Context: an optimization exercise on an open-source flow, tuned for small area and a short achievable clock period. The choices shown serve that exercise and are no tape-out recipe.
No functional check of the RTL was part of any run shown here.
Power and IR drop assume default switching activity.

[flow/config.mk]
export PLATFORM = sky130hd
export DESIGN_NAME = BLOCK_ULA_OPS
export DESIGN_NICKNAME = BLOCK_ULA_OPS
export VERILOG_FILES = /design/flow/design.v
export SDC_FILE = /design/flow/constraint.sdc
export NUM_CORES = 4
export LEC_CHECK = 0
export CAP_MARGIN = 20
export CORE_MARGIN = 2
export CORE_UTILIZATION = 40
export SLEW_MARGIN = 20
export SYNTH_HIERARCHICAL = 1
[flow/constraint.sdc]
create_clock -name core_clock -period 11.0 [get_ports {clk}]
set_input_delay 2.2000 -clock core_clock [delete_from_list [all_inputs] [get_ports {clk}]]
set_output_delay 2.2000 -clock core_clock [all_outputs]
set_load 0.01 [all_outputs]
[flow/design.v]
module ULA_FA (input a, input b, input c, output s, output co);
    assign s = a ^ b ^ c;
    assign co = (a & b) | (a & c) | (b & c);
endmodule
module BLOCK_ULA_OPS #(
    parameter DATA_WIDTH = 8,
    parameter ADDR_WIDTH = 12,
    parameter ULA_WIDTH = 24
    ) (
        input clk,
        input [(ADDR_WIDTH-1):0] MUX_REG1_IN,                    
        input [(DATA_WIDTH-1):0] REG1_IN,
        input [(DATA_WIDTH-1):0] MUX_REG2_IN_0,  
        input [(ADDR_WIDTH-1):0] MUX_REG2_IN_1,  
        input [(ADDR_WIDTH-1):0] MUX_REG2_IN_2,  
        input [(DATA_WIDTH-1):0] REG2_IN,
        output wire [(ULA_WIDTH-1):0] ULA_OUT,
        output reg REG_COMP_OUT,
        output reg REG_OVERFLOW_OUT,
        input [1:0] SEL_MUX1,
        input [1:0] SEL_MUX2,
        input CTRL_REG_OP1, CTRL_REG_OP2,
        input CTRL_REG_OVERFLOW, CTRL_REG_COMP,
        input [3:0] SEL_ULA
    );
reg [(DATA_WIDTH-1):0] REG1_OUT, REG2_OUT;
    always @ (posedge clk)  
    begin
        if(CTRL_REG_OP1)
            REG1_OUT <= REG1_IN;
    end
    always @ (posedge clk)  
    begin
        if(CTRL_REG_OP2)
            REG2_OUT <= REG2_IN;
    end
    wire ahi = (SEL_MUX1 == 2'b01);
    wire [11:0] a12 = (SEL_MUX1 == 2'b00) ? 12'h000 :
                      (SEL_MUX1 == 2'b01) ? 12'hFFF :
                      (SEL_MUX1 == 2'b10) ? MUX_REG1_IN :
                                            {4'h0, REG1_OUT};
    wire [11:0] b12 = (SEL_MUX2 == 2'b00) ? MUX_REG2_IN_2 :
                      (SEL_MUX2 == 2'b01) ? MUX_REG2_IN_1 :
                      (SEL_MUX2 == 2'b10) ? {4'h0, MUX_REG2_IN_0} :
                                            {4'h0, REG2_OUT};
    wire op_mul = (SEL_ULA == 4'd2);
    wire op_cmp = (SEL_ULA == 4'd9) || (SEL_ULA == 4'd10) || (SEL_ULA == 4'd11);
    wire op_brow = (SEL_ULA == 4'd0) || (SEL_ULA == 4'd1) || (SEL_ULA == 4'd6) ||
                   (SEL_ULA == 4'd7) || (SEL_ULA == 4'd8) || op_cmp;
    wire [11:0] am = ({12{op_mul}} & a12) | {11'h000, op_brow};
    reg [11:0] x;
    reg cin;
    always @* begin
        cin = 1'b0;
        case (SEL_ULA)
            4'd0, 4'd4:  x = a12;
            4'd1, 4'd12: begin x = ~a12; cin = (SEL_ULA == 4'd1); end
            4'd5:        x = b12;
            4'd6:        x = 12'hFFF;
            4'd7:        begin x = 12'h000; cin = 1'b1; end
            4'd8:        x = 12'hAAA;
            4'd9, 4'd10, 4'd11: begin x = ~a12; cin = 1'b1; end
            4'd13:       x = a12 & b12;
            4'd14:       x = a12 | b12;
            4'd15:       x = a12 ^ b12;
            default:     x = 12'h000;
        endcase
    end
    wire [11:0] ppn [0:11];
    genvar gi, gj;
    generate for (gi = 0; gi < 12; gi = gi + 1) begin : g_pp
        for (gj = 0; gj < 12; gj = gj + 1) begin : g_ppj
            if (gj == 1 && gi < 11)
                assign ppn[gi][gj] = ~((b12[gi] & am[gj]) | x[gi + 1]);
            else
                assign ppn[gi][gj] = ~(b12[gi] & am[gj]);
        end
    end endgenerate
    wire [11:0] xn = ~x;
    wire cinn = ~cin;
    wire ts_1, tc_2, ts_3, tc_4, ts_5, tc_6, ts_7, tc_8, ts_9, tc_10, ts_11, tc_12, ts_13, tc_14, ts_15, tc_16, ts_17, tc_18, ts_19, tc_20, ts_21, tc_22, ts_23, tc_24, ts_25, tc_26, ts_27, tc_28, ts_29, tc_30, ts_31, tc_32, ts_33, tc_34, ts_35, tc_36, ts_37, tc_38, ts_39, tc_40, ts_43, tc_44, ts_45, tc_46, ts_49, tc_50, ts_51, tc_52, ts_55, tc_56, ts_57, tc_58, ts_61, tc_62, ts_63, tc_64, ts_65, tc_66, ts_67, tc_68, ts_69, tc_70, ts_71, tc_72, ts_73, tc_74, ts_75, tc_76, ts_77, tc_78, ts_79, tc_80, ts_81, tc_82, ts_83, tc_84, ts_85, tc_86, ts_87, tc_88, ts_89, tc_90, ts_91, tc_92, ts_95, tc_96, ts_99, tc_100, ts_103, tc_104, ts_105, tc_106, ts_107, tc_108, ts_109, tc_110, ts_111, tc_112, ts_113, tc_114, ts_115, tc_116, ts_117, tc_118, ts_119, tc_120, ts_121, tc_122, ts_123, tc_124, ts_125, tc_126, ts_127, tc_128, ts_129, tc_130, ts_131, tc_132, ts_133, tc_134, ts_135, tc_136, ts_137, tc_138, ts_139, tc_140, ts_141, tc_142, ts_143, tc_144, ts_145, tc_146, ts_147, tc_148, ts_149, tc_150, ts_151, tc_152, ts_153, tc_154, ts_155, tc_156, ts_157, tc_158, ts_159, tc_160, ts_161, tc_162, ts_163, tc_164, ts_165, tc_166, ts_167, tc_168, ts_169, tc_170, ts_171, tc_172, ts_173, tc_174, ts_175, tc_176, ts_177, tc_178, ts_179, tc_180, ts_181, tc_182, ts_185, tc_186, ts_193, tc_194, ts_195, tc_196, ts_197, tc_198, ts_199, tc_200, ts_201, tc_202, ts_203, tc_204, ts_205, tc_206, ts_207, tc_208, ts_209, tc_210, ts_211, tc_212, ts_213, tc_214, ts_215, tc_216, ts_217, tc_218, ts_219, tc_220, ts_221, tc_222, ts_223, tc_224, ts_41, tc_42, ts_47, tc_48, ts_53, tc_54, ts_59, tc_60, ts_93, tc_94, ts_97, tc_98, ts_101, tc_102, ts_183, tc_184, ts_187, tc_188, ts_189, tc_190, ts_191, tc_192;
    ULA_FA fa0 (.a(ppn[0][9]), .b(ppn[1][8]), .c(ppn[2][7]), .s(ts_1), .co(tc_2));
    ULA_FA fa1 (.a(ppn[0][10]), .b(ppn[1][9]), .c(ppn[2][8]), .s(ts_3), .co(tc_4));
    ULA_FA fa2 (.a(ppn[3][7]), .b(ppn[4][6]), .c(ppn[5][5]), .s(ts_5), .co(tc_6));
    ULA_FA fa3 (.a(ppn[0][11]), .b(ppn[1][10]), .c(ppn[2][9]), .s(ts_7), .co(tc_8));
    ULA_FA fa4 (.a(ppn[3][8]), .b(ppn[4][7]), .c(ppn[5][6]), .s(ts_9), .co(tc_10));
    ULA_FA fa5 (.a(ppn[6][5]), .b(ppn[7][4]), .c(ppn[8][3]), .s(ts_11), .co(tc_12));
    ULA_FA fa6 (.a(ppn[1][11]), .b(ppn[2][10]), .c(ppn[3][9]), .s(ts_13), .co(tc_14));
    ULA_FA fa7 (.a(ppn[4][8]), .b(ppn[5][7]), .c(ppn[6][6]), .s(ts_15), .co(tc_16));
    ULA_FA fa8 (.a(ppn[7][5]), .b(ppn[8][4]), .c(ppn[9][3]), .s(ts_17), .co(tc_18));
    ULA_FA fa9 (.a(ppn[2][11]), .b(ppn[3][10]), .c(ppn[4][9]), .s(ts_19), .co(tc_20));
    ULA_FA fa10 (.a(ppn[5][8]), .b(ppn[6][7]), .c(ppn[7][6]), .s(ts_21), .co(tc_22));
    ULA_FA fa11 (.a(ppn[3][11]), .b(ppn[4][10]), .c(ppn[5][9]), .s(ts_23), .co(tc_24));
    ULA_FA fa12 (.a(ppn[0][6]), .b(ppn[1][5]), .c(ppn[2][4]), .s(ts_25), .co(tc_26));
    ULA_FA fa13 (.a(ppn[0][7]), .b(ppn[1][6]), .c(ppn[2][5]), .s(ts_27), .co(tc_28));
    ULA_FA fa14 (.a(ppn[3][4]), .b(ppn[4][3]), .c(ppn[5][2]), .s(ts_29), .co(tc_30));
    ULA_FA fa15 (.a(ppn[0][8]), .b(ppn[1][7]), .c(ppn[2][6]), .s(ts_31), .co(tc_32));
    ULA_FA fa16 (.a(ppn[3][5]), .b(ppn[4][4]), .c(ppn[5][3]), .s(ts_33), .co(tc_34));
    ULA_FA fa17 (.a(ppn[6][2]), .b(ppn[8][0]), .c(ppn[7][1]), .s(ts_35), .co(tc_36));
    ULA_FA fa18 (.a(ppn[3][6]), .b(ppn[4][5]), .c(ppn[5][4]), .s(ts_37), .co(tc_38));
    ULA_FA fa19 (.a(ppn[6][3]), .b(ppn[7][2]), .c(ppn[9][0]), .s(ts_39), .co(tc_40));
    ULA_FA fa20 (.a(ppn[6][4]), .b(ppn[7][3]), .c(ppn[8][2]), .s(ts_43), .co(tc_44));
    ULA_FA fa21 (.a(ppn[10][0]), .b(ppn[9][1]), .c(tc_2), .s(ts_45), .co(tc_46));
    ULA_FA fa22 (.a(ppn[9][2]), .b(ppn[11][0]), .c(ppn[10][1]), .s(ts_49), .co(tc_50));
    ULA_FA fa23 (.a(tc_4), .b(tc_6), .c(ts_7), .s(ts_51), .co(tc_52));
    ULA_FA fa24 (.a(ppn[10][2]), .b(ppn[11][1]), .c(tc_8), .s(ts_55), .co(tc_56));
    ULA_FA fa25 (.a(tc_10), .b(tc_12), .c(ts_13), .s(ts_57), .co(tc_58));
    ULA_FA fa26 (.a(ppn[8][5]), .b(ppn[9][4]), .c(ppn[10][3]), .s(ts_61), .co(tc_62));
    ULA_FA fa27 (.a(ppn[11][2]), .b(tc_14), .c(tc_16), .s(ts_63), .co(tc_64));
    ULA_FA fa28 (.a(tc_18), .b(ts_19), .c(ts_21), .s(ts_65), .co(tc_66));
    ULA_FA fa29 (.a(ppn[6][8]), .b(ppn[7][7]), .c(ppn[8][6]), .s(ts_67), .co(tc_68));
    ULA_FA fa30 (.a(ppn[9][5]), .b(ppn[10][4]), .c(ppn[11][3]), .s(ts_69), .co(tc_70));
    ULA_FA fa31 (.a(tc_20), .b(tc_22), .c(ts_23), .s(ts_71), .co(tc_72));
    ULA_FA fa32 (.a(ppn[4][11]), .b(ppn[5][10]), .c(ppn[6][9]), .s(ts_73), .co(tc_74));
    ULA_FA fa33 (.a(ppn[7][8]), .b(ppn[8][7]), .c(ppn[9][6]), .s(ts_75), .co(tc_76));
    ULA_FA fa34 (.a(ppn[10][5]), .b(ppn[11][4]), .c(tc_24), .s(ts_77), .co(tc_78));
    ULA_FA fa35 (.a(ppn[5][11]), .b(ppn[6][10]), .c(ppn[7][9]), .s(ts_79), .co(tc_80));
    ULA_FA fa36 (.a(ppn[8][8]), .b(ppn[9][7]), .c(ppn[10][6]), .s(ts_81), .co(tc_82));
    ULA_FA fa37 (.a(ppn[6][11]), .b(ppn[7][10]), .c(ppn[8][9]), .s(ts_83), .co(tc_84));
    ULA_FA fa38 (.a(ppn[0][4]), .b(ppn[1][3]), .c(ppn[2][2]), .s(ts_85), .co(tc_86));
    ULA_FA fa39 (.a(ppn[0][5]), .b(ppn[1][4]), .c(ppn[2][3]), .s(ts_87), .co(tc_88));
    ULA_FA fa40 (.a(ppn[3][2]), .b(ppn[5][0]), .c(ppn[4][1]), .s(ts_89), .co(tc_90));
    ULA_FA fa41 (.a(ppn[3][3]), .b(ppn[4][2]), .c(ppn[6][0]), .s(ts_91), .co(tc_92));
    ULA_FA fa42 (.a(ppn[7][0]), .b(ppn[6][1]), .c(tc_26), .s(ts_95), .co(tc_96));
    ULA_FA fa43 (.a(tc_28), .b(tc_30), .c(ts_31), .s(ts_99), .co(tc_100));
    ULA_FA fa44 (.a(tc_32), .b(tc_34), .c(tc_36), .s(ts_103), .co(tc_104));
    ULA_FA fa45 (.a(ts_37), .b(ts_39), .c(ts_41), .s(ts_105), .co(tc_106));
    ULA_FA fa46 (.a(tc_38), .b(tc_40), .c(ts_43), .s(ts_107), .co(tc_108));
    ULA_FA fa47 (.a(ts_45), .b(tc_42), .c(ts_47), .s(ts_109), .co(tc_110));
    ULA_FA fa48 (.a(tc_44), .b(ts_49), .c(tc_46), .s(ts_111), .co(tc_112));
    ULA_FA fa49 (.a(tc_48), .b(ts_51), .c(ts_53), .s(ts_113), .co(tc_114));
    ULA_FA fa50 (.a(tc_50), .b(ts_55), .c(tc_52), .s(ts_115), .co(tc_116));
    ULA_FA fa51 (.a(tc_54), .b(ts_57), .c(ts_59), .s(ts_117), .co(tc_118));
    ULA_FA fa52 (.a(ts_61), .b(tc_56), .c(tc_58), .s(ts_119), .co(tc_120));
    ULA_FA fa53 (.a(tc_60), .b(ts_63), .c(ts_65), .s(ts_121), .co(tc_122));
    ULA_FA fa54 (.a(tc_62), .b(ts_67), .c(ts_69), .s(ts_123), .co(tc_124));
    ULA_FA fa55 (.a(tc_64), .b(tc_66), .c(ts_71), .s(ts_125), .co(tc_126));
    ULA_FA fa56 (.a(tc_68), .b(tc_70), .c(ts_73), .s(ts_127), .co(tc_128));
    ULA_FA fa57 (.a(ts_75), .b(ts_77), .c(tc_72), .s(ts_129), .co(tc_130));
    ULA_FA fa58 (.a(ppn[11][5]), .b(tc_74), .c(tc_76), .s(ts_131), .co(tc_132));
    ULA_FA fa59 (.a(ts_79), .b(ts_81), .c(tc_78), .s(ts_133), .co(tc_134));
    ULA_FA fa60 (.a(ppn[9][8]), .b(ppn[10][7]), .c(ppn[11][6]), .s(ts_135), .co(tc_136));
    ULA_FA fa61 (.a(tc_80), .b(tc_82), .c(ts_83), .s(ts_137), .co(tc_138));
    ULA_FA fa62 (.a(ppn[7][11]), .b(ppn[8][10]), .c(ppn[9][9]), .s(ts_139), .co(tc_140));
    ULA_FA fa63 (.a(ppn[10][8]), .b(ppn[11][7]), .c(tc_84), .s(ts_141), .co(tc_142));
    ULA_FA fa64 (.a(ppn[8][11]), .b(ppn[9][10]), .c(ppn[10][9]), .s(ts_143), .co(tc_144));
    ULA_FA fa65 (.a(ppn[0][3]), .b(ppn[1][2]), .c(ppn[3][0]), .s(ts_145), .co(tc_146));
    ULA_FA fa66 (.a(ppn[4][0]), .b(ppn[3][1]), .c(ts_85), .s(ts_147), .co(tc_148));
    ULA_FA fa67 (.a(tc_86), .b(ts_87), .c(ts_89), .s(ts_149), .co(tc_150));
    ULA_FA fa68 (.a(tc_88), .b(tc_90), .c(ts_91), .s(ts_151), .co(tc_152));
    ULA_FA fa69 (.a(tc_92), .b(ts_95), .c(tc_94), .s(ts_153), .co(tc_154));
    ULA_FA fa70 (.a(tc_96), .b(tc_98), .c(ts_99), .s(ts_155), .co(tc_156));
    ULA_FA fa71 (.a(tc_100), .b(ts_103), .c(tc_102), .s(ts_157), .co(tc_158));
    ULA_FA fa72 (.a(tc_104), .b(ts_107), .c(tc_106), .s(ts_159), .co(tc_160));
    ULA_FA fa73 (.a(tc_108), .b(ts_111), .c(tc_110), .s(ts_161), .co(tc_162));
    ULA_FA fa74 (.a(tc_112), .b(ts_115), .c(tc_114), .s(ts_163), .co(tc_164));
    ULA_FA fa75 (.a(tc_116), .b(ts_119), .c(tc_118), .s(ts_165), .co(tc_166));
    ULA_FA fa76 (.a(ts_123), .b(tc_120), .c(tc_122), .s(ts_167), .co(tc_168));
    ULA_FA fa77 (.a(tc_124), .b(ts_127), .c(ts_129), .s(ts_169), .co(tc_170));
    ULA_FA fa78 (.a(tc_128), .b(ts_131), .c(ts_133), .s(ts_171), .co(tc_172));
    ULA_FA fa79 (.a(ts_135), .b(tc_132), .c(ts_137), .s(ts_173), .co(tc_174));
    ULA_FA fa80 (.a(tc_136), .b(ts_139), .c(ts_141), .s(ts_175), .co(tc_176));
    ULA_FA fa81 (.a(ppn[11][8]), .b(tc_140), .c(ts_143), .s(ts_177), .co(tc_178));
    ULA_FA fa82 (.a(ppn[9][11]), .b(ppn[10][10]), .c(ppn[11][9]), .s(ts_179), .co(tc_180));
    ULA_FA fa83 (.a(ppn[0][0]), .b(xn[0]), .c(cinn), .s(ts_181), .co(tc_182));
    ULA_FA fa84 (.a(ppn[0][2]), .b(ppn[2][0]), .c(ppn[1][1]), .s(ts_185), .co(tc_186));
    ULA_FA fa85 (.a(tc_150), .b(ts_151), .c(ts_93), .s(ts_193), .co(tc_194));
    ULA_FA fa86 (.a(tc_152), .b(ts_97), .c(ts_153), .s(ts_195), .co(tc_196));
    ULA_FA fa87 (.a(ts_101), .b(tc_154), .c(ts_155), .s(ts_197), .co(tc_198));
    ULA_FA fa88 (.a(tc_156), .b(ts_105), .c(ts_157), .s(ts_199), .co(tc_200));
    ULA_FA fa89 (.a(tc_158), .b(ts_109), .c(ts_159), .s(ts_201), .co(tc_202));
    ULA_FA fa90 (.a(ts_113), .b(tc_160), .c(ts_161), .s(ts_203), .co(tc_204));
    ULA_FA fa91 (.a(ts_117), .b(tc_162), .c(ts_163), .s(ts_205), .co(tc_206));
    ULA_FA fa92 (.a(ts_121), .b(tc_164), .c(ts_165), .s(ts_207), .co(tc_208));
    ULA_FA fa93 (.a(ts_125), .b(tc_166), .c(ts_167), .s(ts_209), .co(tc_210));
    ULA_FA fa94 (.a(tc_126), .b(tc_168), .c(ts_169), .s(ts_211), .co(tc_212));
    ULA_FA fa95 (.a(tc_130), .b(ts_171), .c(tc_170), .s(ts_213), .co(tc_214));
    ULA_FA fa96 (.a(tc_134), .b(ts_173), .c(tc_172), .s(ts_215), .co(tc_216));
    ULA_FA fa97 (.a(tc_138), .b(ts_175), .c(tc_174), .s(ts_217), .co(tc_218));
    ULA_FA fa98 (.a(tc_142), .b(ts_177), .c(tc_176), .s(ts_219), .co(tc_220));
    ULA_FA fa99 (.a(tc_144), .b(ts_179), .c(tc_178), .s(ts_221), .co(tc_222));
    ULA_FA fa100 (.a(ppn[10][11]), .b(ppn[11][10]), .c(tc_180), .s(ts_223), .co(tc_224));
    ULA_FA ha0 (.a(ppn[8][1]), .b(ts_1), .c(1'b1), .s(ts_41), .co(tc_42));
    ULA_FA ha1 (.a(ts_3), .b(ts_5), .c(1'b1), .s(ts_47), .co(tc_48));
    ULA_FA ha2 (.a(ts_9), .b(ts_11), .c(1'b1), .s(ts_53), .co(tc_54));
    ULA_FA ha3 (.a(ts_15), .b(ts_17), .c(1'b1), .s(ts_59), .co(tc_60));
    ULA_FA ha4 (.a(ppn[5][1]), .b(ts_25), .c(1'b1), .s(ts_93), .co(tc_94));
    ULA_FA ha5 (.a(ts_27), .b(ts_29), .c(1'b1), .s(ts_97), .co(tc_98));
    ULA_FA ha6 (.a(ts_33), .b(ts_35), .c(1'b1), .s(ts_101), .co(tc_102));
    ULA_FA ha7 (.a(ppn[1][0]), .b(ppn[0][1]), .c(1'b1), .s(ts_183), .co(tc_184));
    ULA_FA ha8 (.a(ppn[2][1]), .b(ts_145), .c(1'b1), .s(ts_187), .co(tc_188));
    ULA_FA ha9 (.a(tc_146), .b(ts_147), .c(1'b1), .s(ts_189), .co(tc_190));
    ULA_FA ha10 (.a(tc_148), .b(ts_149), .c(1'b1), .s(ts_191), .co(tc_192));
    wire [23:0] row1 = {1'b1, tc_224, tc_222, tc_220, tc_218, tc_216, tc_214, tc_212, tc_210, tc_208, tc_206, tc_204, tc_202, tc_200, tc_198, tc_196, tc_194, tc_192, tc_190, tc_188, tc_186, tc_184, tc_182, ts_181};
    wire [23:0] row2 = {1'b1, ppn[11][11], ts_223, ts_221, ts_219, ts_217, ts_215, ts_213, ts_211, ts_209, ts_207, ts_205, ts_203, ts_201, ts_199, ts_197, ts_195, ts_193, ts_191, ts_189, ts_187, ts_185, ts_183, 1'b1};
    wire [23:0] res = ~(row1 + row2 + 24'd1);
    wire hf = ((SEL_ULA == 4'd0) || (SEL_ULA == 4'd4) || (SEL_ULA == 4'd14) || (SEL_ULA == 4'd15)) ? ahi :
              ((SEL_ULA == 4'd1) || (SEL_ULA == 4'd12)) ? ~ahi :
              (SEL_ULA == 4'd6);
    wire ha = (SEL_ULA == 4'd8);
    wire mneg = op_mul & ahi;
    wire keep = ~hf & ~op_cmp & ~mneg;
    wire bnz = |b12;
    wire [11:0] hi = ({12{keep}} & res[23:12]) | {12{hf & ~res[12]}} |
                     ({12{ha}} & 12'hAAA) | {12{mneg & bnz}};
    wire [11:0] lo = res[11:0] & {12{~op_cmp}};
    assign ULA_OUT = {hi, lo};
    wire zl = ~|res[11:0];
    wire c12 = res[12];
    wire comp = (SEL_ULA == 4'd9)  ? (~ahi & zl) :
                (SEL_ULA == 4'd10) ? (ahi | ~c12) :
                (SEL_ULA == 4'd11) ? (~ahi & c12 & ~zl) :
                1'b0;
    wire ovf = ((SEL_ULA == 4'd0) || (SEL_ULA == 4'd2)) && (|ULA_OUT[23:8]);
    always @ (posedge clk)   
    begin
        if(CTRL_REG_COMP)
            REG_COMP_OUT <= comp;
    end
    always @ (posedge clk)  
    begin
        if(CTRL_REG_OVERFLOW)
            REG_OVERFLOW_OUT <= ovf;
    end
endmodule
[flow/run.sh]
#!/bin/bash
# synth_recipe.tcl (not shown) runs the flow's synth.tcl, then flattens the netlist and writes it again
# the make line also repeats each setting of config.mk as NAME=value (left out here)
make -C /OpenROAD-flow-scripts/flow DESIGN_CONFIG=/design/flow/config.mk WORK_HOME=/design/flow/orfs CLKGATE_MAP_FILE= SYNTH_SCRIPT=/design/flow/synth_recipe.tcl finish
==> results.txt, run 1 <==
- Count of H-tree levels built during CTS: 1
- Via-per-instance ratio: 5.756
- Top FF cell, synth: sky130_fd_sc_hd__edfxtp_1
- Final setup fails: 0
- Remaining DRCs: 0
- CTS buffer count: 3
- Synthesized instance count: 778
- Setup TNS: 0 ns
- Clock insertion delay at the later pin of the skew report: 0.25 ns
- Met1 Resource Use GR: 31.11%
- Fraction of met2 tracks used by global routing: 41.28%
- Post-route design area: approximately 8500 sq um
- Result of the run: finished clean
- Crit-path max cell delay: 0.55 ns
- Chip height: approximately 130 um
- Area post-placement: 8317 sq um
- Top-level port count: 99
- Final Routed Wirelength: 20.97 mm
- CP Class: input port to output pin
- ANT nets after route: 0
- Clock Pin Slew Worst Setup and Hold Paths: 0.06 ns
- Cell Pwr Density: about 120 nW/um^2
- Top cell types by occurrence after synthesis: sky130_fd_sc_hd__nand2_1 (166), sky130_fd_sc_hd__fa_1 (113), sky130_fd_sc_hd__nor2_1 (58), sky130_fd_sc_hd__ha_1 (46), sky130_fd_sc_hd__clkbuf_1 (38)
- Unique cell type count in the Yosys netlist: 67
- Detailed placement HPWL: 17.34 mm
- Flops & latches, synth: 18
- Hold WS: 1.809 ns
- Total congestion overflow after global routing: 0
- Crit path DAT: 8.50 ns
- Highest fanout seen on the critical path: 5
- Endpoint, Worst Hold: REG_OVERFLOW_OUT
- Worst reg-to-reg setup slack: 4.67 ns
- TritonCTS clock tree: yes
- Global-route wire length before repair: 34.50 mm
- Total die area: 17,920 sq um
- Worst Path Required: 8.80 ns
- DR pass1 iterations: 5
- Share of Yosys cell area claimed by the top area cell type: about a third
- Buffering stage count on the worst path with inverters included: 7
- Area overhead of the layout relative to synthesis: 25.74%
- Overall power of the completed layout: 0.001040 W
- Post-layout utilization of the core: 51.34%
- Relative slew slack: between 40% and 50%
- Cells taking the most area after synthesis: sky130_fd_sc_hd__fa_1 (34%), sky130_fd_sc_hd__nand2_1 (9.2%), sky130_fd_sc_hd__ha_1 (8.5%)
- Number of buffers between clock root and the deepest sink: 2
- Number of global-route vias before repair: 6,785
- Setup bufs post-CTS: 0
- Via count: 6,441
- Filler Cells Inserted: 1,527
- RD Place Congestion: about 0.94
- Most area-hungry cell type in the Yosys netlist: sky130_fd_sc_hd__fa_1
- Register-to-Register Path Depth: 21
- Antenna cells: 0
- Min cycle time layout: 10.70 ns
- Avg Cell Area, Syn: 8.672 sq um
- Final period utilization: 97.31%
- Number of DRC markers after the initial detailed-route iteration: 519
- Pleak: 2.812 nW
- Starting density of the core: 40.83%
- Kind of end point of the critical path: output pin
- Transition time at the pin with the least slew margin: 0.8231 ns
- Maximum achievable frequency: approximately 93 MHz
- Buffers on Ports: 98
- Hold Violations, Final: 0
- Crit-path leading delay family: adder cells
- Root buffer cell: sky130_fd_sc_hd__clkbuf_16
- Area of the mapped netlist: 6746 sq um
- Worst reg2reg startpoint: REG2_OUT[7]
- Core Region: 16,520 sq um
- Global-route layer with the greatest usage: met2
- Kind of launch point of the worst setup path: input port
- Sinks on Clock Net: 18
- Post-layout net count: 1,132
- FP Rows: 47
- Layout cell share with drive strength beyond 1: 11.57%
- EDFF count, synth: 18
- Yosys warns: 7
- Crit Reg-Reg Endpoint: REG_OVERFLOW_OUT
- Count of pins over their slew limit: 0
- Worst min-delay path startpoint: REG2_OUT[3]
- Count leader, synth: sky130_fd_sc_hd__nand2_1
- Sequential element share of the synthesized area: 8.012%
- Standard cell with the maximum stage delay on the critical path: sky130_fd_sc_hd__clkdlybuf4s50_1
- Average detailed-routed wire length per instance: approximately 19 um
- Worst Hold Class: flop to flop
- GRT met3 Usage: 4.573%
- Max-Cap Viols: 0
- Number of antenna violations at the first check in global routing: 0
- Maximum number of pins on one net before global-route repair: 43
- Async S/R FF share, synth: 0%
- Hold path cells: 7
- Post-Route Skew: 0.004429 ns
- Horizontal die dimension: 133.9 um
- Peak VDD IR: 0.1961 mV
- Overall Global Routing Usage: 24.18%
-- kinds of logic after synthesis --
| group | share of synthesized area (%) |
|---|---|
| buf+inv | 5.267 |
| mux | 5.490 |
| fa+ha+maj | 42.06 |
| xor+xnor | 2.578 |
| simple gates | 19.29 |
| other cells | 0.05558 |
| compound gates | 17.25 |
| flops | 8.012 |
-- tightest hold or removal path, cell delays in order (launching register included) --
cell and delay, ns:
sky130_fd_sc_hd__edfxtp_1 0.31, sky130_fd_sc_hd__mux4_2 0.36, sky130_fd_sc_hd__nor4_2 0.05, sky130_fd_sc_hd__and3_1 0.18, sky130_fd_sc_hd__o32a_2 0.41, sky130_fd_sc_hd__o221ai_2 0.10, sky130_fd_sc_hd__a2111oi_2 0.06, sky130_fd_sc_hd__a21oi_1 0.19
-- stage by stage --
step / worst slack, ns / cells
final: 0.2958 / 1119
after floorplan: 1.076 / 788
after global routing: -0.01873 / 1119
after CTS: 0.04682 / 1119
after detailed placement: -0.05651 / 1115
after global placement: 0.06022 / 1115
-- area by class of cell --
| class | instances | area, sq um | area share [%] |
|---|---|---|---|
| timing repair buffer | 162 | 1493 | 17.60 |
| clock inverter | 1 | 3.754 | 0.04425 |
| sequential | 18 | 540.5 | 6.372 |
| tap | 220 | 275.3 | 3.245 |
| inverter | 33 | 123.9 | 1.460 |
| multi-input combinational | 682 | 5972 | 70.40 |
| clock buffer | 3 | 75.07 | 0.8850 |
-- Yosys stat by module (local to each module, per instance) --
| module | cell area (sq um) | times used | flops+latches | cells inside |
|---|---|---|---|---|
| BLOCK_ULA_OPS | 4504 | 1 | 18 | 666 |
| ULA_FA | 20.02 | 112 | 0 | 1 |
-- power by group --
group	internal (W)	total (W)	switching, W	leakage, nW
clock network	0.0000485	0.0000766	0.0000282	0.0385
registers	0.0000818	0.0000829	0.00000116	0.178
logic	0.000425	0.000880	0.000455	2.60
total	0.000555	0.00104	0.000484	2.81
-- state kept, by name (all words and copies together), names as in the netlist --
register	flops
REG1_OUT	8
REG2_OUT	8
REG_COMP_OUT	1
REG_OVERFLOW_OUT	1
-- what timing repair did --
item | in CTS | in global routing
resized for setup | 1 | 22
cloned | 0 | 0
setup endpoints to repair | 2 | 12
pin swaps | 0 | 0
hold buffers | 0 | 0
-- placed cells by master, fill, tap and decap left out, types with 6 or more instances in the layout --
master / Yosys / routed
sky130_fd_sc_hd__o22ai_1: 6 / 6
sky130_fd_sc_hd__conb_1: 1 / 11
sky130_fd_sc_hd__a22oi_1: 9 / 6
sky130_fd_sc_hd__nor2b_1: 8 / 7
sky130_fd_sc_hd__and3_1: 9 / 9
sky130_fd_sc_hd__a21oi_1: 37 / 31
sky130_fd_sc_hd__mux2i_1: 19 / 19
sky130_fd_sc_hd__a21oi_2: 0 / 6
sky130_fd_sc_hd__clkdlybuf4s50_1: 0 / 97
sky130_fd_sc_hd__o21ai_0: 33 / 33
sky130_fd_sc_hd__edfxtp_1: 18 / 18
sky130_fd_sc_hd__nor2_1: 58 / 54
sky130_fd_sc_hd__buf_4: 0 / 61
sky130_fd_sc_hd__a21o_1: 13 / 13
sky130_fd_sc_hd__a31oi_1: 7 / 7
sky130_fd_sc_hd__o21ai_1: 9 / 7
sky130_fd_sc_hd__xnor2_1: 11 / 11
sky130_fd_sc_hd__fa_1: 113 / 113
sky130_fd_sc_hd__nand2_1: 166 / 165
sky130_fd_sc_hd__xor2_1: 7 / 7
sky130_fd_sc_hd__o21a_1: 7 / 7
sky130_fd_sc_hd__ha_1: 46 / 46
sky130_fd_sc_hd__nand2b_1: 15 / 15
sky130_fd_sc_hd__inv_1: 33 / 33
sky130_fd_sc_hd__mux4_2: 8 / 8
sky130_fd_sc_hd__nand3_1: 11 / 11
-- layer usage --
layer  vias to the layer above  part of all wire [%]  routed length [um]
li1                       2918                     -                   -
met1                      3164                    41                8538
met2                       307                    49               10170
met3                        52                   7.6                1603
met4                         0                   3.1                 658
met5                         -                     0                   0
-- worst max-delay path by stage --
stage	startpoint	endpoint	slack [ns]	cells past startpoint
after floorplan	SEL_MUX1[1]	ULA_OUT[23]	1.08	22
after global placement	SEL_MUX2[0]	ULA_OUT[23]	0.06	27
after detailed placement	SEL_MUX2[0]	ULA_OUT[23]	-0.06	27
after CTS	SEL_MUX2[0]	ULA_OUT[23]	0.05	22
after global routing	SEL_MUX1[1]	ULA_OUT[23]	-0.02	27
final	SEL_MUX1[1]	ULA_OUT[23]	0.30	27
==> run 2, diff against run 1 <==
==> flow/flow/run.sh (new file) <==
#!/bin/bash
# The standard layout, with the port buffers that buffer_ports inserts made
# sky130_fd_sc_hd__buf_1 instead of the cell it picks on its own.
set -euo pipefail
bash standard.sh BUFFER_PORTS_ARGS="-buffer_cell sky130_fd_sc_hd__buf_1" finish > standard_make.log 2>&1
==> flow/standard.sh (new file) <==
#!/bin/bash
# synth_recipe.tcl (not shown) runs the flow's synth.tcl, then flattens the netlist and writes it again
# the make line also repeats each setting of config.mk as NAME=value (left out here)
make -C /OpenROAD-flow-scripts/flow DESIGN_CONFIG=/design/flow/config.mk WORK_HOME=/design/flow/orfs CLKGATE_MAP_FILE= SYNTH_SCRIPT=/design/flow/synth_recipe.tcl "${@:-finish}"
removed: flow/run.sh
==> run 2 against run 1 <==
  * Register-to-register slack got worse by 0.17 ns
  * Utilization fell by 5.3 points
  * Critical path type unchanged
  * Non-clock buffer count fell by 21
  * Highest routed layer unchanged
  * Critical endpoint is now ULA_OUT[21]
  * Hold slack improved by 0.14 ns
==> results.txt, run 2 <==
- Result of the run: finished clean (unchanged)
- Worst reg2reg startpoint: REG2_OUT[7] (unchanged)
- EDFF count, synth: 18 (unchanged)
- Synth Area in Compound Gates: 17.25% (unchanged)
- Average detailed-routed wire length per instance: 18.18 um (was 18.74 um)
- Count leader, synth: sky130_fd_sc_hd__nand2_1 (unchanged)
- Total die area: 17,920 sq um (unchanged)
- Main combinational cell family by area after synthesis: adder cells (unchanged)
- Crit Reg-Reg Endpoint: REG_OVERFLOW_OUT (unchanged)
- Buffers on Ports: 98 (unchanged)
- Hold Violations, Final: 0 (unchanged)
- Min cycle time layout: 10.59 ns (was 10.70 ns)
- Register-to-Register Path Depth: 21 (unchanged)
- Pre-CTS WS: 0.1047 ns (was -0.05651 ns)
- Top cell types by occurrence after synthesis: sky130_fd_sc_hd__nand2_1 (166), sky130_fd_sc_hd__fa_1 (113), sky130_fd_sc_hd__nor2_1 (58), sky130_fd_sc_hd__ha_1 (46), sky130_fd_sc_hd__clkbuf_1 (38) (unchanged)
- Sequential share of power: 9.4% (was 8.0%)
- Post-Route Skew: 0.0008672 ns (was 0.004429 ns)
- Internal: 0.0004206 W (was 0.0005551 W)
- TritonCTS clock tree: yes (unchanged)
- Share of cell area taken by muxes after synthesis: 5.490% (unchanged)
- Antenna cells: 0 (unchanged)
- Worst setup path startpoint: SEL_MUX1[0] (was SEL_MUX1[1])
- Chip height: 133.9 um (unchanged)
- Worst Path Required: 8.80 ns (about the same)
- Setup TNS: 0 ns (unchanged)
- Worst min-delay path startpoint: REG2_OUT[1] (was REG2_OUT[3])
- Switching share of total power: 52.50% (was 46.60%)
- Maximum achievable frequency: 94.43 MHz (was 93.42 MHz)
- Horizontal die dimension: 133.9 um (unchanged)
- Peak VDD IR: 0.09547 mV (was 0.1961 mV)
- Global-route wire length before repair: 33.06 mm (was 34.50 mm)
- Crit-path max cell delay: 0.49 ns (was 0.55 ns)
- FP Rows: 47 (unchanged)
- Final Routed Wirelength: 19.94 mm (was 20.97 mm)
- Remaining DRCs: 0 (unchanged)
- CTS buffer count: 3 (unchanged)
- Relative slew slack: 59.60% (was 45.07%)
- DR pass1 iterations: 6 (was 5)
- Transition time at the pin with the least slew margin: 0.6060 ns (was 0.8231 ns)
- Via-per-instance ratio: 5.631 (was 5.756)
- Worst reg-to-reg setup slack: 4.50 ns (was 4.67 ns)
- Area of the mapped netlist: 6746 sq um (unchanged)
- Post-layout net count: 1,111 (was 1,132)
- Final period utilization: 96.27% (was 97.31%)
- Kind of end point of the critical path: output pin (unchanged)
- Async S/R FF share, synth: 0% (unchanged)
- Standard cell with the maximum stage delay on the critical path: sky130_fd_sc_hd__a2111oi_2 (was sky130_fd_sc_hd__clkdlybuf4s50_1)
- Overall Global Routing Usage: 23.20% (was 24.18%)
- Parity-gate share of the synthesized area counting xor and xnor cells: 2.578% (unchanged)
- RD Place Congestion: 0.8816 (was 0.9441)
- Crit path DAT: 8.39 ns (was 8.50 ns)
- Worst Hold Class: flop to flop (unchanged)
- Unique cell type count in the Yosys netlist: 67 (unchanged)
- Root buffer cell: sky130_fd_sc_hd__clkbuf_16 (unchanged)
- Most frequent cells in the layout: sky130_fd_sc_hd__nand2_1 (166), sky130_fd_sc_hd__fa_1 (113), sky130_fd_sc_hd__buf_1 (97) (was sky130_fd_sc_hd__nand2_1 (165), sky130_fd_sc_hd__fa_1 (113), sky130_fd_sc_hd__clkdlybuf4s50_1 (97))
- Yosys warns: 7 (unchanged)
- Leading cell type in the layout, fill and taps excluded: sky130_fd_sc_hd__nand2_1 (unchanged)
- Highest fanout seen on the critical path: 12 (was 5)
- Fraction of power consumed by the clock network: 8.0% (was 7.4%)
- Endpoint, Worst Hold: REG_OVERFLOW_OUT (unchanged)
- Post-synthesis simple-gate area fraction: 19.29% (unchanged)
- Count of H-tree levels built during CTS: 1 (unchanged)
- Via count: 6,177 (was 6,441)
- Area overhead of the layout relative to synthesis: 12.67% (was 25.74%)
- Detailed placement HPWL: 16.17 mm (was 17.34 mm)
- Avg Cell Area, Syn: 8.672 sq um (unchanged)
- Clock Pin Slew Worst Setup and Hold Paths: 0.05 ns (was 0.06 ns)
- Share of Yosys cell area claimed by the top area cell type: 33.53% (unchanged)
- Sequential element share of the synthesized area: 8.012% (unchanged)
- Sinks on Clock Net: 18 (unchanged)
- Fraction of power consumed by combinational cells: 82.7% (was 84.7%)
- Pleak: 2.423 nW (was 2.812 nW)
- Synthesized instance count: 778 (unchanged)
- Number of buffers added to fix hold violations after cts: 0 (unchanged)
- Cell Pwr Density: 116.5 nW/um^2 (was 122.5 nW/um^2)
- Number of antenna violations at the first check in global routing: 0 (unchanged)
- Max-Cap Viols: 0 (unchanged)
- Most area-hungry cell type in the Yosys netlist: sky130_fd_sc_hd__fa_1 (unchanged)
- Core Region: 16,520 sq um (unchanged)
- Top-level port count: 99 (unchanged)
- Top flop regs: REG1_OUT: 8 flops, REG2_OUT: 8 flops (unchanged)
- Cell Chain, Critical Path: buf_1, nor2b_1, buf_4, a22oi_1, nor2_1, buf_4, nand2_1, fa_1, fa_1, fa_1, fa_1, fa_1, ha_1, a21o_1, and4_1, a2111oi_2, nand4_1, a31oi_1, xnor2_1, o21ai_1, buf_1
- Cells taking the most area after synthesis: sky130_fd_sc_hd__fa_1 (34%), sky130_fd_sc_hd__nand2_1 (9.2%), sky130_fd_sc_hd__ha_1 (8.5%) (unchanged)
- Hold path cells: 7 (unchanged)
- Flops & latches, synth: 18 (unchanged)
- CP Class: input port to output pin (unchanged)
- Setup ws final: 0.4105 ns (was 0.2958 ns)
- P_sw: 0.0004648 W (was 0.0004844 W)
- Crit-path most repeated cell: sky130_fd_sc_hd__fa_1
- ANT nets after route: 0 (unchanged)
- Layout cell share with drive strength beyond 1: 7.298% (was 11.57%)
- Final setup fails: 0 (unchanged)
- Kind of launch point of the worst setup path: input port (unchanged)
- Total congestion overflow after global routing: 0 (unchanged)
- Fraction of the mapped netlist area in adder cells: 42.06% (unchanged)
- Starting density of the core: 40.83% (unchanged)
- Unrepaired setup endpoints after global routing: false
- Count of pins over their slew limit: 0 (unchanged)
- Top FF cell, synth: sky130_fd_sc_hd__edfxtp_1 (unchanged)
- Maximum number of pins on one net before global-route repair: 43 (unchanged)
- Number of buffers between clock root and the deepest sink: 2 (unchanged)
- Number of global-route vias before repair: 6,374 (was 6,785)
- Number of DRC markers after the initial detailed-route iteration: 427 (was 519)
- Clock insertion delay at the later pin of the skew report: 0.25 ns (about the same)
## run 2: cell counts after synthesis
No cell type changed its count.
## run 2: repair_timing
item,in CTS,in global routing
setup buffers,0,0
hold endpoints to repair,0,0
resized for setup,0,2
setup endpoints to repair,0,1
## run 2: final cells by class
type,count,area [sq um]
multi-input combinational,682,5894
tap,220,275.3
sequential,18,540.5
clock buffer,3,75.07
inverter,33,123.9
timing repair buffer,141,691.9
fill,1674,8924
## run 2: through the flow
stage	cells	hold slack, ns	total power (W)	util (%)	cell area (sq um)
floorplan	788	1.473	0.0005955	-	6784
global placement	1094	1.881	0.0008063	45.51	7520
detailed placement	1094	1.897	0.0008096	45.51	7520
CTS	1097	1.933	0.0008833	45.96	7595
global route	1097	2.034	0.0009658	46.00	7601
finish	1097	1.945	0.0008854	46.00	7601
## run 2: cell families after synthesis
kind of cell               after synthesis
xor gates and xnor gates                19
DFF                                     18
AOI/OAI and AO/OA                      170
and+or+nand+nor                        296
adders and majority gates              159
other                                    1
buffers and inverters                   88
muxes                                   27
## run 2: critical path: cells and delay by family
kind | cells | cell delay (ns)
adders and majority gates | 6 | 2.57
and+or+nand+nor | 5 | 0.98
AOI/OAI and AO/OA | 5 | 1.57
buffers and inverters | 4 | 0.94
xor gates and xnor gates | 1 | 0.11
## run 2: metal layers
metal  global-route usage, %  vias to the layer above  wire length (um)
met3                   3.968                       37              1453
met2                   38.15                      242              9303
met5                       0                        -                 0
met1                   31.22                     3018              8535
li1                        -                     2880                 -
met4                   7.565                        0               649
## run 2: worst max-delay path by stage
| stage | to | slack (ns) |
|---|---|---|
| after global placement | ULA_OUT[21] | 0.06 |
| after global routing | ULA_OUT[21] | 0.01 |
| final | ULA_OUT[21] | 0.41 |
| after detailed placement | ULA_OUT[21] | 0.10 |
| after CTS | ULA_OUT[21] | 0.09 |
| after floorplan | ULA_OUT[23] | 1.08 |
## run 2: Yosys stat by module, one instance, submodules excluded
module | flops+latches | cell area [sq um] | cells
ULA_FA | 0 | 20.02 | 1
BLOCK_ULA_OPS | 18 | 4504 | 666
## run 2: power by group through the flow
stage	Sequential (W)	Combinational, W	Clock, W
3_3_place_gp	0.0000842	0.000722	0
5_1_grt	0.0000834	0.000809	0.0000738
4_1_cts	0.0000831	0.000729	0.0000717
6_report	0.0000830	0.000732	0.0000705
3_5_place_dp	0.0000844	0.000725	0
2_1_floorplan	0.0000844	0.000511	0
==> run 3, diff against run 2 <==
==> flow/flow/run.sh (replaced) <==
#!/bin/bash
# The standard layout, with the port buffers that buffer_ports inserts made
# sky130_fd_sc_hd__buf_2 instead of the cell it picks on its own.
set -euo pipefail
bash standard.sh BUFFER_PORTS_ARGS="-buffer_cell sky130_fd_sc_hd__buf_2" finish > standard_make.log 2>&1
==> run 3 against run 2 <==
  * Combinational power grew 4.0%
  * Flip-flop and latch count is the same
  * Clock skew grew 0.00092 ns
  * Cell count shrank 0.36%
  * Non-clock buffer count shrank 4
  * Largest power group unchanged
  * Routed wire length grew 0.14%
  * Power grew 3.4%
  * Register-to-register slack gained 0.08 ns
  * Via count shrank 1.0%
  * Synthesized cell count is the same
==> results.txt, run 3 <==
- Final period utilization: 94.88% (was 96.27%)
- Sinks on Clock Net: 18 (unchanged)
- Sequential share of power: 9.1% (was 9.4%)
- Area overhead of the layout relative to synthesis: 13.93% (was 12.67%)
- Clock insertion delay at the later pin of the skew report: 0.25 ns (about the same)
- ANT nets after route: 0 (unchanged)
- Share of Yosys cell area claimed by the top area cell type: 33.53% (unchanged)
- Count leader, synth: sky130_fd_sc_hd__nand2_1 (unchanged)
- Number of DRC markers after the initial detailed-route iteration: 464 (was 427)
- Top-level port count: 99 (unchanged)
- Hold Violations, Final: 0 (unchanged)
- Count of pins over their slew limit: 0 (unchanged)
- Final Routed Wirelength: 19.97 mm (was 19.94 mm)
- Cells taking the most area after synthesis: sky130_fd_sc_hd__fa_1 (34%), sky130_fd_sc_hd__nand2_1 (9.2%), sky130_fd_sc_hd__ha_1 (8.5%) (unchanged)
- Unique cell type count in the Yosys netlist: 67 (unchanged)
- Top cell types by occurrence after synthesis: sky130_fd_sc_hd__nand2_1 (166), sky130_fd_sc_hd__fa_1 (113), sky130_fd_sc_hd__nor2_1 (58), sky130_fd_sc_hd__ha_1 (46), sky130_fd_sc_hd__clkbuf_1 (38) (unchanged)
- Post-Route Skew: 0.001787 ns (was 0.0008672 ns)
- Final setup fails: 0 (unchanged)
- Top FF cell, synth: sky130_fd_sc_hd__edfxtp_1 (unchanged)
- Chip height: 133.9 um (unchanged)
- Internal: 0.0004516 W (was 0.0004206 W)
- DR pass1 iterations: 7 (was 6)
- Kind of launch point of the worst setup path: input port (unchanged)
- Worst Path Required: 8.80 ns (about the same)
- Maximum achievable frequency: 95.81 MHz (was 94.43 MHz)
- CP Class: input port to output pin (unchanged)
- EDFF count, synth: 18 (unchanged)
- Crit-path most repeated cell: sky130_fd_sc_hd__fa_1 (unchanged)
- Standard cell with the maximum stage delay on the critical path: sky130_fd_sc_hd__a2111oi_0 (was sky130_fd_sc_hd__a2111oi_2)
- Worst Hold Class: flop to flop (unchanged)
- Total congestion overflow after global routing: 0 (unchanged)
- Overall power of the completed layout: 0.0009151 W (was 0.0008854 W)
- Horizontal die dimension: 133.9 um (unchanged)
- CTS buffer count: 3 (unchanged)
- Kind of end point of the critical path: output pin (unchanged)
- Post-layout net count: 1,107 (was 1,111)
- Via count: 6,113 (was 6,177)
- Global-route wire length before repair: 33.08 mm (was 33.06 mm)
- Unrepaired setup endpoints after global routing: false (unchanged)
- Transition time at the pin with the least slew margin: 0.6161 ns (was 0.6060 ns)
- Avg Cell Area, Syn: 8.672 sq um (unchanged)
- Number of cells upsized or downsized after cts: 0 (unchanged)
- Pleak: 2.689 nW (was 2.423 nW)
- Max-Cap Viols: 0 (unchanged)
- Switching share of total power: 50.65% (was 52.50%)
- Most area-hungry cell type in the Yosys netlist: sky130_fd_sc_hd__fa_1 (unchanged)
- Total die area: 17,920 sq um (unchanged)
- Min cycle time layout: 10.44 ns (was 10.59 ns)
- TritonCTS clock tree: yes (unchanged)
- Maximum number of pins on one net before global-route repair: 43 (unchanged)
- Fraction of power consumed by combinational cells: 83.2% (was 82.7%)
- RD Place Congestion: 0.8802 (was 0.8816)
- Starting density of the core: 40.83% (unchanged)
- Core Region: 16,520 sq um (unchanged)
- Setup bufs post-CTS: 0 (unchanged)
- Highest fanout seen on the critical path: 9 (was 12)
- Fraction of power consumed by the clock network: 7.7% (was 8.0%)
- Antenna cells: 0 (unchanged)
- Leading cell type in the layout, fill and taps excluded: sky130_fd_sc_hd__nand2_1 (unchanged)
- Sequential element share of the synthesized area: 8.012% (unchanged)
- Clock Pin Slew Worst Setup and Hold Paths: 0.05 ns (about the same)
- Overall Global Routing Usage: 23.13% (was 23.20%)
- Average detailed-routed wire length per instance: 18.27 um (was 18.18 um)
- P_sw: 0.0004635 W (was 0.0004648 W)
- Buffers on Ports: 98 (unchanged)
- Crit-path max cell delay: 0.58 ns (was 0.49 ns)
- Number of buffers added to fix hold violations after cts: 0 (unchanged)
- Cell Chain, Critical Path: buf_2, nor2_1, nand2_1, nor2_1, nand2_1, fa_1, fa_1, fa_1, fa_1, fa_1, ha_1, a21o_1, and4_1, a2111oi_0, nand4_1, a31oi_1, xnor2_1, o21ai_1, buf_2 (was buf_1, nor2b_1, buf_4, a22oi_1, nor2_1, buf_4, nand2_1, fa_1, fa_1, fa_1, fa_1, fa_1, ha_1, a21o_1, and4_1, a2111oi_2, nand4_1, a31oi_1, xnor2_1, o21ai_1, buf_1)
- Crit path DAT: 8.24 ns (was 8.39 ns)
- Peak VDD IR: 0.1035 mV (was 0.09547 mV)
- Cell Pwr Density: 119.1 nW/um^2 (was 116.5 nW/um^2)
- Synthesized instance count: 778 (unchanged)
- Root buffer cell: sky130_fd_sc_hd__clkbuf_16 (unchanged)
- Area of the mapped netlist: 6746 sq um (unchanged)
- Via-per-instance ratio: 5.593 (was 5.631)
- Count of H-tree levels built during CTS: 1 (unchanged)
- Detailed placement HPWL: 16.04 mm (was 16.17 mm)
- Setup TNS: 0 ns (unchanged)
- Async S/R FF share, synth: 0% (unchanged)
- Flops & latches, synth: 18 (unchanged)
- Hold WS: 2.050 ns (was 1.945 ns)
- Number of antenna violations at the first check in global routing: 0 (unchanged)
- Result of the run: finished clean (unchanged)
- Number of global-route vias before repair: 6,291 (was 6,374)
- Number of buffers between clock root and the deepest sink: 2 (unchanged)
- Yosys warns: 7 (unchanged)
- FP Rows: 47 (unchanged)
- Most frequent cells in the layout: sky130_fd_sc_hd__nand2_1 (166), sky130_fd_sc_hd__fa_1 (113), sky130_fd_sc_hd__buf_2 (98) (was sky130_fd_sc_hd__nand2_1 (166), sky130_fd_sc_hd__fa_1 (113), sky130_fd_sc_hd__buf_1 (97))
- Relative slew slack: 57.87% (was 59.60%)
- Top flop regs: REG1_OUT: 8 flops, REG2_OUT: 8 flops (unchanged)
- Layout cell share with drive strength beyond 1: 17.87% (was 7.298%)
- Remaining DRCs: 0 (unchanged)
## run 3: cell counts after synthesis
No cell type changed its count.
## run 3: per-module statistics from Yosys (local to each module, per instance)
module / cells inside / area, sq um / copies in the design / flops+latches
BLOCK_ULA_OPS: 666 / 4504 / 1 / 18
ULA_FA: 1 / 20.02 / 112 / 0
## run 3: path summary, 6_finish.rpt
| kind | start | end | slack [ns] | cells past startpoint |
|---|---|---|---|---|
| max | SEL_ULA[0] | ULA_OUT[21] | 0.56 | 19 |
| min | REG2_OUT[3] | REG_OVERFLOW_OUT | 2.05 | 7 |
| max reg2reg | REG2_OUT[7] | REG_OVERFLOW_OUT | 4.58 | 22 |
| min reg2reg | REG2_OUT[3] | REG_OVERFLOW_OUT | 2.05 | 7 |
## run 3: cells by family (layout without fill, tap and decap cells)
group,Yosys count,in the layout,share of synthesized area [%]
other cells,1,11,0.05558
buf+inv,88,173,5.267
compound gates,170,170,17.25
simple gates,296,296,19.29
fa+ha+maj,159,159,42.06
xor+xnor,19,19,2.578
mux,27,27,5.490
flops,18,18,8.012
## run 3: power groups by stage
stage | Clock [W] | Combinational (W) | Sequential, W
finish | 0.0000708 | 0.000761 | 0.0000829
floorplan | 0 | 0.000511 | 0.0000844
CTS | 0.0000709 | 0.000762 | 0.0000829
global route | 0.0000752 | 0.000845 | 0.0000833
global placement | 0 | 0.000753 | 0.0000841
detailed placement | 0 | 0.000757 | 0.0000842
## run 3: per-stage QoR
step	setup WS, ns	util [%]	cell area, sq um	instances
after detailed placement	0.5498	46.06	7611	1090
after global routing	0.1609	46.51	7686	1093
after floorplan	1.076	-	6784	788
after CTS	0.5405	46.51	7686	1093
after global placement	0.5874	46.06	7611	1090
final	0.5632	46.51	7686	1093
## run 3: layout make-up
cell class                 count  area, sq um
timing repair buffer         137        783.3
sequential                    18        540.5
clock buffer                   3        75.07
tap                          220        275.3
inverter                      33        123.9
multi-input combinational    682         5888
fill                        1651         8838
## run 3: routing by layer
layer | share of wire (%) | wire length, um | track usage [%] | vias up
met1 | 43 | 8626 | 31.78 | 3009
li1 | - | - | - | 2860
met4 | 2.9 | 585 | 6.147 | 0
met3 | 5.7 | 1136 | 1.927 | 28
met2 | 48 | 9622 | 39.49 | 216
met5 | 0 | 0 | 0 | -
## run 3: critical path: cells and delay by family
kind	cells	cell delay (ns)
xor+xnor	1	0.18
buf+inv	2	0.26
fa+ha+maj	6	2.64
compound gates	4	1.11
simple gates	6	1.85
==> run 4, diff against run 3 <==
--- a/flow/design.v
+++ b/flow/design.v
@@ -195,3 +195,80 @@
     wire [23:0] row2 = {1'b1, ppn[11][11], ts_223, ts_221, ts_219, ts_217, ts_215, ts_213, ts_211, ts_209, ts_207, ts_205, ts_203, ts_201, ts_199, ts_197, ts_195, ts_193, ts_191, ts_189, ts_187, ts_185, ts_183, 1'b1};
-    wire [23:0] res = ~(row1 + row2 + 24'd1);
+    wire [23:0] cp = row1 ^ row2;
+    wire [23:0] cg = row1 & row2;
+    wire ag1 = cg[1] | (cp[1] & (cg[0] | cp[0]));
+    wire ag2 = cg[2] | (cp[2] & ag1);
+    wire ag3 = cg[3] | (cp[3] & ag2);
+    wire ag4 = cg[4] | (cp[4] & ag3);
+    wire ag5 = cg[6] | (cp[6] & cg[5]);
+    wire ap5 = cp[6] & cp[5];
+    wire ag6 = cg[8] | (cp[8] & cg[7]);
+    wire ap6 = cp[8] & cp[7];
+    wire ag7 = cg[10] | (cp[10] & cg[9]);
+    wire ap7 = cp[10] & cp[9];
+    wire ag8 = cg[12] | (cp[12] & cg[11]);
+    wire ap8 = cp[12] & cp[11];
+    wire ag9 = cg[14] | (cp[14] & cg[13]);
+    wire ap9 = cp[14] & cp[13];
+    wire ag10 = cg[16] | (cp[16] & cg[15]);
+    wire ap10 = cp[16] & cp[15];
+    wire ag11 = cg[18] | (cp[18] & cg[17]);
+    wire ap11 = cp[18] & cp[17];
+    wire ag12 = cg[20] | (cp[20] & cg[19]);
+    wire ap12 = cp[20] & cp[19];
+    wire ag13 = cg[22] | (cp[22] & cg[21]);
+    wire ap13 = cp[22] & cp[21];
+    wire ag14 = ag5 | (ap5 & ag4);
+    wire ag15 = ag7 | (ap7 & ag6);
+    wire ap15 = ap7 & ap6;
+    wire ag16 = ag9 | (ap9 & ag8);
+    wire ap16 = ap9 & ap8;
+    wire ag17 = ag11 | (ap11 & ag10);
+    wire ap17 = ap11 & ap10;
+    wire ag18 = ag13 | (ap13 & ag12);
+    wire ap18 = ap13 & ap12;
+    wire ag19 = ag15 | (ap15 & ag14);
+    wire ag20 = ag17 | (ap17 & ag16);
+    wire ap20 = ap17 & ap16;
+    wire ag21 = ag20 | (ap20 & ag19);
+    wire ag22 = ag16 | (ap16 & ag19);
+    wire ag23 = ag18 | (ap18 & ag21);
+    wire ag24 = ag6 | (ap6 & ag14);
+    wire ag25 = ag8 | (ap8 & ag19);
+    wire ag26 = ag10 | (ap10 & ag22);
+    wire ag27 = ag12 | (ap12 & ag21);
+    wire ag28 = cg[5] | (cp[5] & ag4);
+    wire ag29 = cg[7] | (cp[7] & ag14);
+    wire ag30 = cg[9] | (cp[9] & ag24);
+    wire ag31 = cg[11] | (cp[11] & ag19);
+    wire ag32 = cg[13] | (cp[13] & ag25);
+    wire ag33 = cg[15] | (cp[15] & ag22);
+    wire ag34 = cg[17] | (cp[17] & ag26);
+    wire ag35 = cg[19] | (cp[19] & ag21);
+    wire ag36 = cg[21] | (cp[21] & ag27);
+    wire ag37 = cg[23] | (cp[23] & ag23);
+    wire [23:0] res;
+    assign res[0] = cp[0];
+    assign res[1] = ~(cp[1] ^ (cg[0] | cp[0]));
+    assign res[2] = ~(cp[2] ^ ag1);
+    assign res[3] = ~(cp[3] ^ ag2);
+    assign res[4] = ~(cp[4] ^ ag3);
+    assign res[5] = ~(cp[5] ^ ag4);
+    assign res[6] = ~(cp[6] ^ ag28);
+    assign res[7] = ~(cp[7] ^ ag14);
+    assign res[8] = ~(cp[8] ^ ag29);
+    assign res[9] = ~(cp[9] ^ ag24);
+    assign res[10] = ~(cp[10] ^ ag30);
+    assign res[11] = ~(cp[11] ^ ag19);
+    assign res[12] = ~(cp[12] ^ ag31);
+    assign res[13] = ~(cp[13] ^ ag25);
+    assign res[14] = ~(cp[14] ^ ag32);
+    assign res[15] = ~(cp[15] ^ ag22);
+    assign res[16] = ~(cp[16] ^ ag33);
+    assign res[17] = ~(cp[17] ^ ag26);
+    assign res[18] = ~(cp[18] ^ ag34);
+    assign res[19] = ~(cp[19] ^ ag21);
+    assign res[20] = ~(cp[20] ^ ag35);
+    assign res[21] = ~(cp[21] ^ ag27);
+    assign res[22] = ~(cp[22] ^ ag36);
+    assign res[23] = ~(cp[23] ^ ag23);
     wire hf = ((SEL_ULA == 4'd0) || (SEL_ULA == 4'd4) || (SEL_ULA == 4'd14) || (SEL_ULA == 4'd15)) ? ahi :
==> flow/flow/run.sh (replaced) <==
#!/bin/bash
# The standard layout, with the port buffers that buffer_ports inserts made
# sky130_fd_sc_hd__buf_1 instead of the cell it picks on its own.
set -euo pipefail
bash standard.sh BUFFER_PORTS_ARGS="-buffer_cell sky130_fd_sc_hd__buf_1" finish > standard_make.log 2>&1
==> run 4 against run 3 <==
  * Largest cell class unchanged
  * Power decreased by 17%
  * Via count decreased by 11%
  * Synthesized cell count decreased by 11%
  * Critical path type unchanged
  * Die area decreased by 5.7%
  * Final area decreased by 4.2%
  * Maximum frequency decreased by 1.8%
  * Largest power group unchanged
==> results.txt, run 4 <==
- Detail Route met2 WL: 8.665 mm (was 9.622 mm)
- Total die area: 16,890 sq um (was 17,920 sq um)
- Setup TNS: 0 ns (unchanged)
- Top routing layer used: met4 (unchanged)
- Top cell types by occurrence after synthesis: sky130_fd_sc_hd__nand2_1 (156), sky130_fd_sc_hd__fa_1 (124), sky130_fd_sc_hd__nor2_1 (50), sky130_fd_sc_hd__ha_1 (43), sky130_fd_sc_hd__inv_1 (36) (was sky130_fd_sc_hd__nand2_1 (166), sky130_fd_sc_hd__fa_1 (113), sky130_fd_sc_hd__nor2_1 (58), sky130_fd_sc_hd__ha_1 (46), sky130_fd_sc_hd__clkbuf_1 (38))
- Number of buffers added to fix hold violations after cts: 0 (unchanged)
- Cell Pwr Density: 103.5 nW/um^2 (was 119.1 nW/um^2)
- Yosys warns: 7 (unchanged)
- Async S/R FF share, synth: 0% (unchanged)
- Post-Route Skew: 0.001713 ns (was 0.001787 ns)
- Relative slew slack: 40.54% (was 57.87%)
- Synthesized instance count: 695 (was 778)
- Hold Violations, Final: 0 (unchanged)
- Flops & latches, synth: 18 (unchanged)
- Most frequent cells in the layout: sky130_fd_sc_hd__nand2_1 (156), sky130_fd_sc_hd__fa_1 (124), sky130_fd_sc_hd__buf_1 (96) (was sky130_fd_sc_hd__nand2_1 (166), sky130_fd_sc_hd__fa_1 (113), sky130_fd_sc_hd__buf_2 (98))
- Average detailed-routed wire length per instance: 17.85 um (was 18.27 um)
- Count of H-tree levels built during CTS: 1 (unchanged)
- Final setup fails: 0 (unchanged)
- Antenna cells: 0 (unchanged)
- Transition time at the pin with the least slew margin: 0.8695 ns (was 0.6161 ns)
- Clock insertion delay at the later pin of the skew report: 0.25 ns (about the same)
- Standard cell with the maximum stage delay on the critical path: sky130_fd_sc_hd__fa_1 (was sky130_fd_sc_hd__a2111oi_0)
- Post-layout net count: 1,049 (was 1,107)
- Buffers on Ports: 98 (unchanged)
- Highest fanout seen on the critical path: 11 (was 9)
- ANT nets after route: 0 (unchanged)
- Final Routed Wirelength: 18.28 mm (was 19.97 mm)
- Global-route wire length before repair: 30.07 mm (was 33.08 mm)
- Overall Global Routing Usage: 22.95% (was 23.13%)
- Horizontal die dimension: 130.0 um (was 133.9 um)
- Leading cell type in the layout, fill and taps excluded: sky130_fd_sc_hd__nand2_1 (unchanged)
- Crit-path most repeated cell: sky130_fd_sc_hd__fa_1 (unchanged)
- Layout cell share with drive strength beyond 1: 10.02% (was 17.87%)
- CP Class: input port to output pin (unchanged)
- Count leader, synth: sky130_fd_sc_hd__nand2_1 (unchanged)
- Remaining DRCs: 0 (unchanged)
- Hold path cells: 5 (was 7)
- Unrepaired setup endpoints after global routing: false (unchanged)
- Share of Yosys cell area claimed by the top area cell type: 39.11% (was 33.53%)
- Number of buffers between clock root and the deepest sink: 2 (unchanged)
- Met1 WL: 8.147 mm (was 8.626 mm)
- Filler Cells Inserted: 1,526 (was 1,651)
- Number of antenna violations at the first check in global routing: 0 (unchanged)
- Via-per-instance ratio: 5.299 (was 5.593)
- Core Region: 15,710 sq um (was 16,520 sq um)
- Post-layout utilization of the core: 46.85% (was 46.51%)
- Worst Hold Class: flop to flop (unchanged)
- Unique cell type count in the Yosys netlist: 55 (was 67)
- TritonCTS clock tree: yes (unchanged)
- Total length of routed met3 wires: 1.196 mm (was 1.136 mm)
- Overall power of the completed layout: 0.0007619 W (was 0.0009151 W)
- RD Place Congestion: 0.8741 (was 0.8802)
- Register-to-Register Path Depth: 26 (was 22)
- Detailed placement HPWL: 14.90 mm (was 16.04 mm)
- Maximum number of pins on one net before global-route repair: 28 (was 43)
- Number of DRC markers after the initial detailed-route iteration: 422 (was 464)
- Most area-hungry cell type in the Yosys netlist: sky130_fd_sc_hd__fa_1 (unchanged)
- Result of the run: finished clean (unchanged)
- Area overhead of the layout relative to synthesis: 15.99% (was 13.93%)
- Worst reg2reg startpoint: REG2_OUT[7] (unchanged)
- Worst min-delay path startpoint: REG2_OUT[1] (was REG2_OUT[3])
- Sequential element share of the synthesized area: 8.516% (was 8.012%)
- Clock Pin Slew Worst Setup and Hold Paths: 0.05 ns (about the same)
- Kind of launch point of the worst setup path: input port (unchanged)
- Sinks on Clock Net: 18 (unchanged)
- Crit Reg-Reg Endpoint: REG_OVERFLOW_OUT (unchanged)
- FP Rows: 46 (was 47)
- Crit-path max cell delay: 0.54 ns (was 0.58 ns)
- Min cycle time layout: 10.63 ns (was 10.44 ns)
- Pleak: 2.289 nW (was 2.689 nW)
- Top FF cell, synth: sky130_fd_sc_hd__edfxtp_1 (unchanged)
- Area of the mapped netlist: 6347 sq um (was 6746 sq um)
- Peak VDD IR: 0.06824 mV (was 0.1035 mV)
- Worst reg-to-reg setup slack: 4.01 ns (was 4.58 ns)
- Crit path DAT: 8.43 ns (was 8.24 ns)
- Hold WS: 1.599 ns (was 2.050 ns)
- DR pass1 iterations: 5 (was 7)
- Via count: 5,426 (was 6,113)
- Count of pins over their slew limit: 0 (unchanged)
- Top-level port count: 99 (unchanged)
- EDFF count, synth: 18 (unchanged)
- Cells taking the most area after synthesis: sky130_fd_sc_hd__fa_1 (39%), sky130_fd_sc_hd__nand2_1 (9.2%), sky130_fd_sc_hd__edfxtp_1 (8.5%) (was sky130_fd_sc_hd__fa_1 (34%), sky130_fd_sc_hd__nand2_1 (9.2%), sky130_fd_sc_hd__ha_1 (8.5%))
- CTS buffer count: 3 (unchanged)
- Maximum achievable frequency: 94.05 MHz (was 95.81 MHz)
- Number of global-route vias before repair: 5,659 (was 6,291)
- Avg Cell Area, Syn: 9.133 sq um (was 8.672 sq um)
- Top flop regs: REG1_OUT: 8 flops, REG2_OUT: 8 flops (unchanged)
- Kind of end point of the critical path: output pin (unchanged)
- Worst Path Required: 8.80 ns (about the same)
- Starting density of the core: 40.40% (was 40.83%)
- Chip height: 130.0 um (was 133.9 um)
- Max-Cap Viols: 0 (unchanged)
- Final period utilization: 96.66% (was 94.88%)
- Root buffer cell: sky130_fd_sc_hd__clkbuf_16 (unchanged)
- Total congestion overflow after global routing: 0 (unchanged)
- Endpoint, Worst Hold: REG_OVERFLOW_OUT (unchanged)
[run 4: worst max path at each step]
stage | from | end | slack (ns) | cells after the start
after detailed placement | SEL_MUX2[0] | ULA_OUT[17] | 0.21 | 23
after floorplan | SEL_MUX2[0] | ULA_OUT[13] | 0.62 | 25
after global placement | SEL_MUX2[0] | ULA_OUT[15] | 0.36 | 23
final | SEL_MUX1[1] | ULA_OUT[15] | 0.37 | 26
after global routing | SEL_MUX1[1] | ULA_OUT[15] | 0.005 | 26
after CTS | SEL_MUX2[0] | ULA_OUT[17] | 0.18 | 23
[run 4: per-layer routing]
metal | up-vias | track usage (%)
li1 | 2551 | -
met1 | 2657 | 33.03
met2 | 201 | 38.13
met3 | 17 | 2.993
met4 | 0 | 3.289
met5 | - | 0
[run 4: layout make-up]
cell class | count | area (sq um) | area share [%]
repair buffers | 146 | 793.3 | 10.77
inverters | 42 | 157.7 | 2.141
clock inverters | 1 | 3.754 | 0.05099
multi-input cells | 598 | 5522 | 75.00
well taps | 216 | 270.3 | 3.671
clock buffers | 3 | 75.07 | 1.020
flip-flops and latches | 18 | 540.5 | 7.342
[run 4: report_power, final]
group	internal, W	switching (W)	leakage, nW	total, W
registers	0.0000818	0.00000126	0.178	0.0000831
logic	0.000246	0.000359	2.07	0.000605
clock network	0.0000483	0.0000255	0.0385	0.0000738
[run 4: cells by family (layout without fill, tap and decap cells)]
group                      Yosys count  after routing  share of synthesized area (%)
xor gates and xnor gates            11             11                          1.518
AOI/OAI and AO/OA                  119            119                          12.44
muxes                               30             30                          6.308
DFF                                 18             18                          8.516
adders and majority gates          167            167                          47.59
and+or+nand+nor                    260            260                          18.00
buffers and inverters               89            192                          5.579
other                                1             11                        0.05908
[run 4: worst max-delay path, delay by kind of cell]
family                   cells  cell delay [ns]
AND/OR/NAND/NOR              5             0.64
XOR/XNOR                     1             0.20
adder cells (fa/ha/maj)      6             2.47
multiplexers                 1             0.14
AO/OA/AOI/OAI                9             2.08
buffers and inverters        4             0.69
[run 4: stage by stage]
step / std cells / instance area [sq um] / setup WS, ns
5_1_grt: 1024 / 7362 / 0.005104
4_1_cts: 1024 / 7342 / 0.1796
6_report: 1024 / 7362 / 0.3678
3_5_place_dp: 1020 / 7263 / 0.2062
2_1_floorplan: 705 / 6385 / 0.6213
3_3_place_gp: 1020 / 7257 / 0.3622
[run 4: Yosys stat by module, one instance, submodules excluded]
module	cells	area, sq um	flops+latches
ULA_FA	1	20.02	0
BLOCK_ULA_OPS	583	4105	18
[run 4: what timing repair did]
item | CTS | global route
hold endpoints to repair | 0 | 0
setup endpoints to repair | 0 | 7
resized for setup | 0 | 6
setup buffers | 0 | 0

[separate check: timing with driven ports]
The flow's constraints put no driver on any port. The routed layouts listed below were extracted and timed again, unchanged, in two steps.
Step 1 sets driving cells, clkbuf_16 on the clock port and buf_2 on the other inputs (assumed; they add their load-dependent delay and slew).
Step 2, shift: input delay + t, output delay - t, t = (earliest + latest rising clock arrival at the registers) / 2. This alone moves slack from input paths to output paths.
Slacks: ideal ports / drivers / drivers and shift; pairs: ideal ports / drivers.
| run | t (ns) | setup slack, ns |
|---|---|---|
| run 1 | 0.283 | 0.296 / 0.270 / 0.270 |
| run 2 | 0.277 | 0.410 / 0.380 / 0.380 |
| run 3 | 0.275 | 0.563 / 0.543 / 0.543 |
| run 4 | 0.278 | 0.368 / 0.348 / 0.348 |
After both steps every run listed still meets setup and hold.
